What follows belongs to an exercise in optimizing a design on an open flow for small area, a short achievable clock period and few clock cycles; a production flow would make more cautious choices. Where RTL was checked, it was by simulation tests only, not by an equivalence proof against the original. For run 1, only the layout was checked, not whether the RTL still works.

## flow/design.v (module list and top-level ports; edited modules follow where they fit)
// module comp2_gt: 13 lines
// module sk_add: 33 lines
// module sk_carry: 31 lines
// module Conv1d: 5263 lines
// module csa_fa: 4 lines
// module csa_ha: 4 lines
// module booth_sel: 3 lines
// module layer_1: 243 lines
module layer_1
    (
        input         clk,
        input         RSTn,
        input         i_EN_w,
        input         i_EN_c,
        output        o_busy,
        input  [31:0] i_data,
        input         i_stb_in,
        output        o_ack_in,
        output [63:0] o_data,
        output        o_stb_out,
        input         i_ack_out
    );
  // ...
==> flow/flow/run.sh <==
#!/bin/bash
# Standard synthesis; every combinational cell resized to its smallest drive
# strength; then the standard layout, with repair_timing aiming at a setup slack
# margin so that the critical paths are sized for the period the design can reach.
set -uo pipefail
bash standard.sh synth > synth.log 2>&1 || exit 1
DS_ODB=orfs/results/sky130hd/layer_1/base/1_synth.odb openroad -no_init -exit flow/downsize.tcl > downsize.log 2>&1 || exit 1
bash standard.sh finish SETUP_SLACK_MARGIN=8.25 > layout.log 2>&1 || exit 1
==> flow/flow/downsize.tcl <==
# Resize every combinational cell of the synthesized netlist to the smallest
# drive strength of its family; timing repair later upsizes where needed.
# Flip-flops, clock cells and physical cells are left alone.
set db [ord::get_db]
read_db $::env(DS_ODB)
set block [[$db getChip] getBlock]
set fam [dict create]
foreach lib [$db getLibs] {
  foreach m [$lib getMasters] {
    set n [$m getName]
    if {![regexp {^(sky130_fd_sc_hd__[a-z0-9]+)_([0-9]+)$} $n -> base sz]} { continue }
    if {[string match "*lpflow*" $n] || [string match "*probe*" $n]} { continue }
    dict lappend fam $base $m
  }
}
set skip {df edf sdf dl clk tap fill decap conb sdl lpflow probe diode ebuf einv bufbuf}
set nsw 0
set saved 0
foreach inst [$block getInsts] {
  set m [$inst getMaster]
  set n [$m getName]
  if {![regexp {^(sky130_fd_sc_hd__([a-z0-9]+))_([0-9]+)$} $n -> base short sz]} { continue }
  set ok 1
  foreach s $skip { if {[string match "${s}*" $short]} { set ok 0 } }
  if {!$ok} { continue }
  if {![dict exists $fam $base]} { continue }
  set best $m
  set barea [expr {[$m getWidth] * [$m getHeight]}]
  foreach c [dict get $fam $base] {
    set a [expr {[$c getWidth] * [$c getHeight]}]
    if {$a < $barea} { set best $c; set barea $a }
  }
  if {$best ne $m} {
    set old [expr {[$m getWidth] * [$m getHeight]}]
    if {[$inst swapMaster $best]} {
      incr nsw
      set saved [expr {$saved + ($old - $barea) / 1e6}]
    }
  }
}
puts "downsize: swapped $nsw cells, saved [format %.1f $saved] um2"
write_db $::env(DS_ODB)
==> flow/standard.sh <==
#!/bin/bash
# synth_recipe.tcl (not shown) runs the flow's synth.tcl, then flattens the netlist and writes it again
# the make line also repeats each setting of config.mk as NAME=value (left out here)
make -C /OpenROAD-flow-scripts/flow DESIGN_CONFIG=/design/flow/config.mk WORK_HOME=/design/flow/orfs CLKGATE_MAP_FILE= SYNTH_SCRIPT=/design/flow/synth_recipe.tcl "${@:-finish}"
==> flow/config.mk <==
export PLATFORM = sky130hd
export DESIGN_NAME = layer_1
export DESIGN_NICKNAME = layer_1
export VERILOG_FILES = /design/flow/design.v
export SDC_FILE = /design/flow/constraint.sdc
export NUM_CORES = 8
export LEC_CHECK = 0
export CAP_MARGIN = 20
export CORE_MARGIN = 2
export CORE_UTILIZATION = 50
export CTS_BUF_LIST = sky130_fd_sc_hd__clkbuf_16
export CTS_CLUSTER_DIAMETER = 100
export CTS_CLUSTER_SIZE = 24
export SLEW_MARGIN = 20
export SYNTH_HIERARCHICAL = 1
export SYNTH_MINIMUM_KEEP_SIZE = 0
==> flow/constraint.sdc <==
create_clock -name core_clock -period 12.0 [get_ports {clk}]
set_input_delay 2.4000 -clock core_clock [delete_from_list [all_inputs] [get_ports {clk}]]
set_output_delay 2.4000 -clock core_clock [all_outputs]
set_load 0.01 [all_outputs]
==> summary.md, run 1 <==
| Metric | Value |
|---|---|
| Status | no timing/DRC/antenna violations |
| Sequential cell area | 0.0348 mm2 |
| CP Buf/Inv Count | 1 |
| GRT overflow | 0 |
| Die Area | 0.199 mm2 |
| Vias per std cell | 6.15 |
| Hold Crit Depth | 0 |
| Worst hold start | r_w2_b[20] |
| DP Cell Count | 10600 |
| DRC errors left | 0 |
| Met1 wire length | 129 mm |
| Starting density of the core | between 50% and 60% |
| Fraction of area in multi-input gates | 57.4% |
| Critical path class | register to primary output |
| Total number of vias | roughly 67000 |
| Crit path launch | r_out[35] |
| Non-CTS inverters | 421 |
| Most common cell after layout, fill and taps aside | xnor2_1 |
| Grt peak-use layer | met2 |
| Final Cycle Share | about a third |
| TritonCTS buffer count | 78 |
| Setup TNS | 0 ns |
| Largest net degree at the start of global routing | between 80 and 90 |
| Met2 wire len | 144 mm |
| IO Pins | 105 |
| GPL Wtd Cong | 0.932 |
| Worst setup margin | 8.22 ns |
| End of the critical path | o_data[35] |
| Measured slew at the worst slew-check pin | between 0.9 and 1 ns |
| Final Hold Vio Count | 0 |
| Slew HR | 33.6% |
| Met2 usage | slightly below 50% |
| Deepest clock path buffer count | 3 |
| Die width | 446 um |
==> module sk_add, before the edit <==
module sk_add
    #(parameter N = 33)
    (
        input  [N-1:0] a,
        input  [N-1:0] b,
        input          cin,
        output [N-1:0] y,
        output         cout
    );
    localparam M = N + 1;                  
    localparam L = $clog2(M);
    wire [M-1:0] g [0:L];
    wire [M-1:0] p [0:L];
    assign g[0] = {a & b, cin};
    assign p[0] = {a ^ b, 1'b0};
    genvar l, i;
    generate
        for (l = 0; l < L; l = l + 1) begin : lvl
            for (i = 0; i < M; i = i + 1) begin : pos
                if ((i >> l) & 1) begin : cmb
                    localparam integer J = ((i >> l) << l) - 1;
                    assign g[l+1][i] = g[l][i] | (p[l][i] & g[l][J]);
                    assign p[l+1][i] = p[l][i] & p[l][J];
                end else begin : pass
                    assign g[l+1][i] = g[l][i];
                    assign p[l+1][i] = p[l][i];
                end
            end
        end
    endgenerate
    assign y    = p[0][M-1:1] ^ g[L][M-2:0];
    assign cout = g[L][M-1];
endmodule
==> module sk_carry, before the edit <==
module sk_carry
    #(parameter N = 32)
    (
        input  [N-1:0] a,
        input  [N-1:0] b,
        input          cin,
        output         cout
    );
    localparam M = N + 1;
    localparam L = $clog2(M);
    wire [M-1:0] g [0:L];
    wire [M-1:0] p [0:L];
    assign g[0] = {a & b, cin};
    assign p[0] = {a ^ b, 1'b0};
    genvar l, i;
    generate
        for (l = 0; l < L; l = l + 1) begin : lvl
            for (i = 0; i < M; i = i + 1) begin : pos
                if ((i >> l) & 1) begin : cmb
                    localparam integer J = ((i >> l) << l) - 1;
                    assign g[l+1][i] = g[l][i] | (p[l][i] & g[l][J]);
                    assign p[l+1][i] = p[l][i] & p[l][J];
                end else begin : pass
                    assign g[l+1][i] = g[l][i];
                    assign p[l+1][i] = p[l][i];
                end
            end
        end
    endgenerate
    assign cout = g[L][M-1];
endmodule
==> inputs of run 2 (changes only) <==
--- a/flow/design.v
+++ b/flow/design.v
@@ -21,7 +21,16 @@
         output         cout
     );
     localparam M = N + 1;                  
-    localparam L = $clog2(M);
+    function integer nlev;
+        input integer m;
+        integer k;
+        begin
+            nlev = 0;
+            for (k = 1; k < m; k = k * 2)
+                nlev = nlev + 1;
+        end
+    endfunction
+    localparam L = nlev(M);
     wire [M-1:0] g [0:L];
     wire [M-1:0] p [0:L];
     assign g[0] = {a & b, cin};
@@ -53,7 +62,16 @@
         output         cout
     );
     localparam M = N + 1;
-    localparam L = $clog2(M);
+    function integer nlev;
+        input integer m;
+        integer k;
+        begin
+            nlev = 0;
+            for (k = 1; k < m; k = k * 2)
+                nlev = nlev + 1;
+        end
+    endfunction
+    localparam L = nlev(M);
     wire [M-1:0] g [0:L];
     wire [M-1:0] p [0:L];
     assign g[0] = {a & b, cin};
==> run 2 against run 1 <==
  * Wire length unchanged
  * Clock-buffer cell count unchanged
  * Global-route usage unchanged
  * Hold slack unchanged
==> summary.md, run 2 <==
| Metric | Value |
|---|---|
| Met1 GRT Util | 43.3% (unchanged) |
| Global-route met3 utilization | 6.55% (unchanged) |
| Slew HR | 33.6% (unchanged) |
| Starting density of the core | 50.2% (unchanged) |
| YS warnings | 11 (unchanged) |
| TritonCTS buffer count | 78 (unchanged) |
| Final Hold Vio Count | 0 (unchanged) |
| Area grow syn2layout | 11.8% (unchanged) |
| Vias in the first global route | 69800 (unchanged) |
| RSZ-0062 raised after global routing | yes (unchanged) |
| Final Cycle Share | 31.5% (unchanged) |
| Place WS | 7.19 ns (unchanged) |
| ANT nets after route | 0 (unchanged) |
| Grt peak-use layer | met2 (unchanged) |
| Height of the die | 446 um (unchanged) |
| Measured slew at the worst slew-check pin | 0.997 ns (unchanged) |
| GRT overflow | 0 (unchanged) |
| GRT Resource Usage Total | 32.0% (unchanged) |
| Most frequent cells in the layout | xnor2_1 (1152), fa_1 (1093), a22oi_1 (1056), dfxtp_1 (756), edfxtp_1 (516) (unchanged) |
| CP cell instances | buf_2 (unchanged) |
| Min Clock Period, post-route | 3.78 ns (unchanged) |
| Average wire per standard cell | 29.1 um (unchanged) |
| Initial antenna violation count | 22 (unchanged) |
| Critical path class | register to primary output (unchanged) |
| DRC errors left | 0 (unchanged) |
| Total number of vias | 67500 (unchanged) |
| Final non-filler cell total | 11000 (unchanged) |
| Arr. time, crit path | 1.38 ns (about the same) |
| CP Launch Type | register (unchanged) |
| Hold Buf Count CTS | 0 (unchanged) |
| Fraction of layout cells with a size suffix above 1 | 14.2% (unchanged) |
| Crit. End Element | primary output (unchanged) |
| Final setup vio count | 0 (unchanged) |
| Setup Skew | 0.0429 ns (unchanged) |
| Most common cell after layout, fill and taps aside | xnor2_1 (unchanged) |
| Status | no timing/DRC/antenna violations (unchanged) |
| Fill cells | 16400 (unchanged) |
| Highest Clock Rate | 264 MHz (unchanged) |
| Deepest clock path buffer count | 3 (unchanged) |
| Clock latency on the worst-skew pair | 0.76 ns (about the same) |
| Dpl hpwl | 224 mm (unchanged) |
| Clk slew on worst S/H paths | 0.10 ns (about the same) |
| CP required | 9.60 ns (about the same) |
| Die width | 446 um (unchanged) |
| IO Pins | 105 (unchanged) |
| Largest net degree at the start of global routing | 87 (unchanged) |
| TritonCTS Sinks | 1447 (unchanged) |
| CTS tree | built (unchanged) |
| Max-slew violations | 0 (unchanged) |
| Worst hold start | r_w2_b[20] (unchanged) |
| Reg2Reg Launch Point | r_lselc (unchanged) |
| Synthesized area per cell | 12.3 um2 (unchanged) |
| Setup TNS | 0 ns (unchanged) |
| CORE AREA | 0.195 mm2 (unchanged) |
| Synth Instances | 7923 (unchanged) |
| Max_cap viols | 0 (unchanged) |
| Final net count | 9956 (unchanged) |
| DP Cell Count | 10600 (unchanged) |
| Worst setup margin | 8.22 ns (unchanged) |
| Max stage delay on crit path | 0.46 ns (about the same) |
| Syn Std Cell Area | 0.0977 mm2 (unchanged) |
| Vias per std cell | 6.15 (unchanged) |
| Port Buf Inserts | 104 (unchanged) |
| GPL Wtd Cong | 0.932 (unchanged) |
| Crit path launch | r_out[35] (unchanged) |
| Worst-path fanout max | 1 (unchanged) |
| # rows | 162 (unchanged) |
| Met2 usage | 49.6% (unchanged) |
| Global-route wire length before repair | 469 mm (unchanged) |
| Drt pass-1 iters | 7 (unchanged) |
| H-tree depth | 3 (unchanged) |
| Initial DRC Count | 7119 (unchanged) |
| CTS Root Cell | clkbuf_16 (unchanged) |
| Cell family with most CP delay | flip-flops (unchanged) |
| Die Area | 0.199 mm2 (unchanged) |
| Hold Crit Class | register to register (unchanged) |
| Max stage delay cell, worst path | edfxtp_1 (unchanged) |
| Post-Route WL | 319 mm (unchanged) |
| Hold Slack | 0.313 ns (unchanged) |
| CP Buf/Inv Count | 1 (unchanged) |
run 2: cell counts in the layout (fill, tap and decap cells not counted):
No cell type changed its count.
run 2: cell type report:
class | instances | area [um2] | share of cell area, %
multi-input cells | 5937 | 62700 | 57.4
flip-flops and latches | 1447 | 34800 | 31.9
repair buffers | 483 | 4450 | 4.08
well taps | 2542 | 3180 | 2.91
clock buffers | 82 | 2050 | 1.88
inverters | 421 | 1580 | 1.45
clock inverters | 55 | 427 | 0.391
diodes | 11 | 27.5 | 0.0252
run 2: through the flow:
| stage | utilization (%) | instance area [um2] |
|---|---|---|
| global route | 56.1 | 109000 |
| floorplan | - | 98300 |
| detailed placement | 53.2 | 104000 |
| CTS | 55.2 | 107000 |
| finish | 56.1 | 109000 |
| global placement | 53.2 | 104000 |
run 2: path summary, 6_finish.rpt:
path / slack (ns) / cells after the start / end
min: 0.31 / 0 / r_w2_a[20]
max in group asynchronous: 9.09 / 2 / r_pend
min in group asynchronous: 1.67 / 1 / r_nout[2]
min reg2reg: 0.31 / 0 / r_w2_a[20]
max: 8.22 / 1 / o_data[35]
max reg2reg: 8.28 / 14 / r_twoC[10]
run 2: layer usage:
metal  wire, um  part of all wire, %  up-vias
met2     144000                   45     3354
met3      28300                  8.9      622
met4      17300                  5.4       12
li1           -                    -    28900
met1     129000                   40    34500
met5         96                0.030        -
run 2: timing repair:
item	4_1_cts	5_1_grt
buffers inserted	94	89
pin swaps	21	52
setup endpoints to repair	545	185
resized for setup	479	184
gates cloned	4	1
Testbench counts of run 2, summed over its fixed seeds: cycles 6,072.

## re-timing with driven ports
No port has a modelled driver above. Below, the same layouts with a new extraction and two added sets of constraints.
Step 1: set_driving_cell puts a clkbuf_16 on clk and a buf_2 on each other input, an assumption about the parent block.
Step 2 also shifts input and output timing later by t, the mid clock arrival at the registers, as if the neighbouring blocks saw the same clock.
a / b / c = ideal / step 1 / step 2; a / b = the first two.
run | t, ns | setup WS [ns] | worst setup path at the end | worst register clock-pin slew, ns
run 1 | 0.837 | 8.218 / 8.122 / 7.613 | input to register | 0.11 / 0.11
run 2 | 0.837 | 8.218 / 8.122 / 7.613 | input to register | 0.11 / 0.11
After both steps every run listed still meets setup and hold.
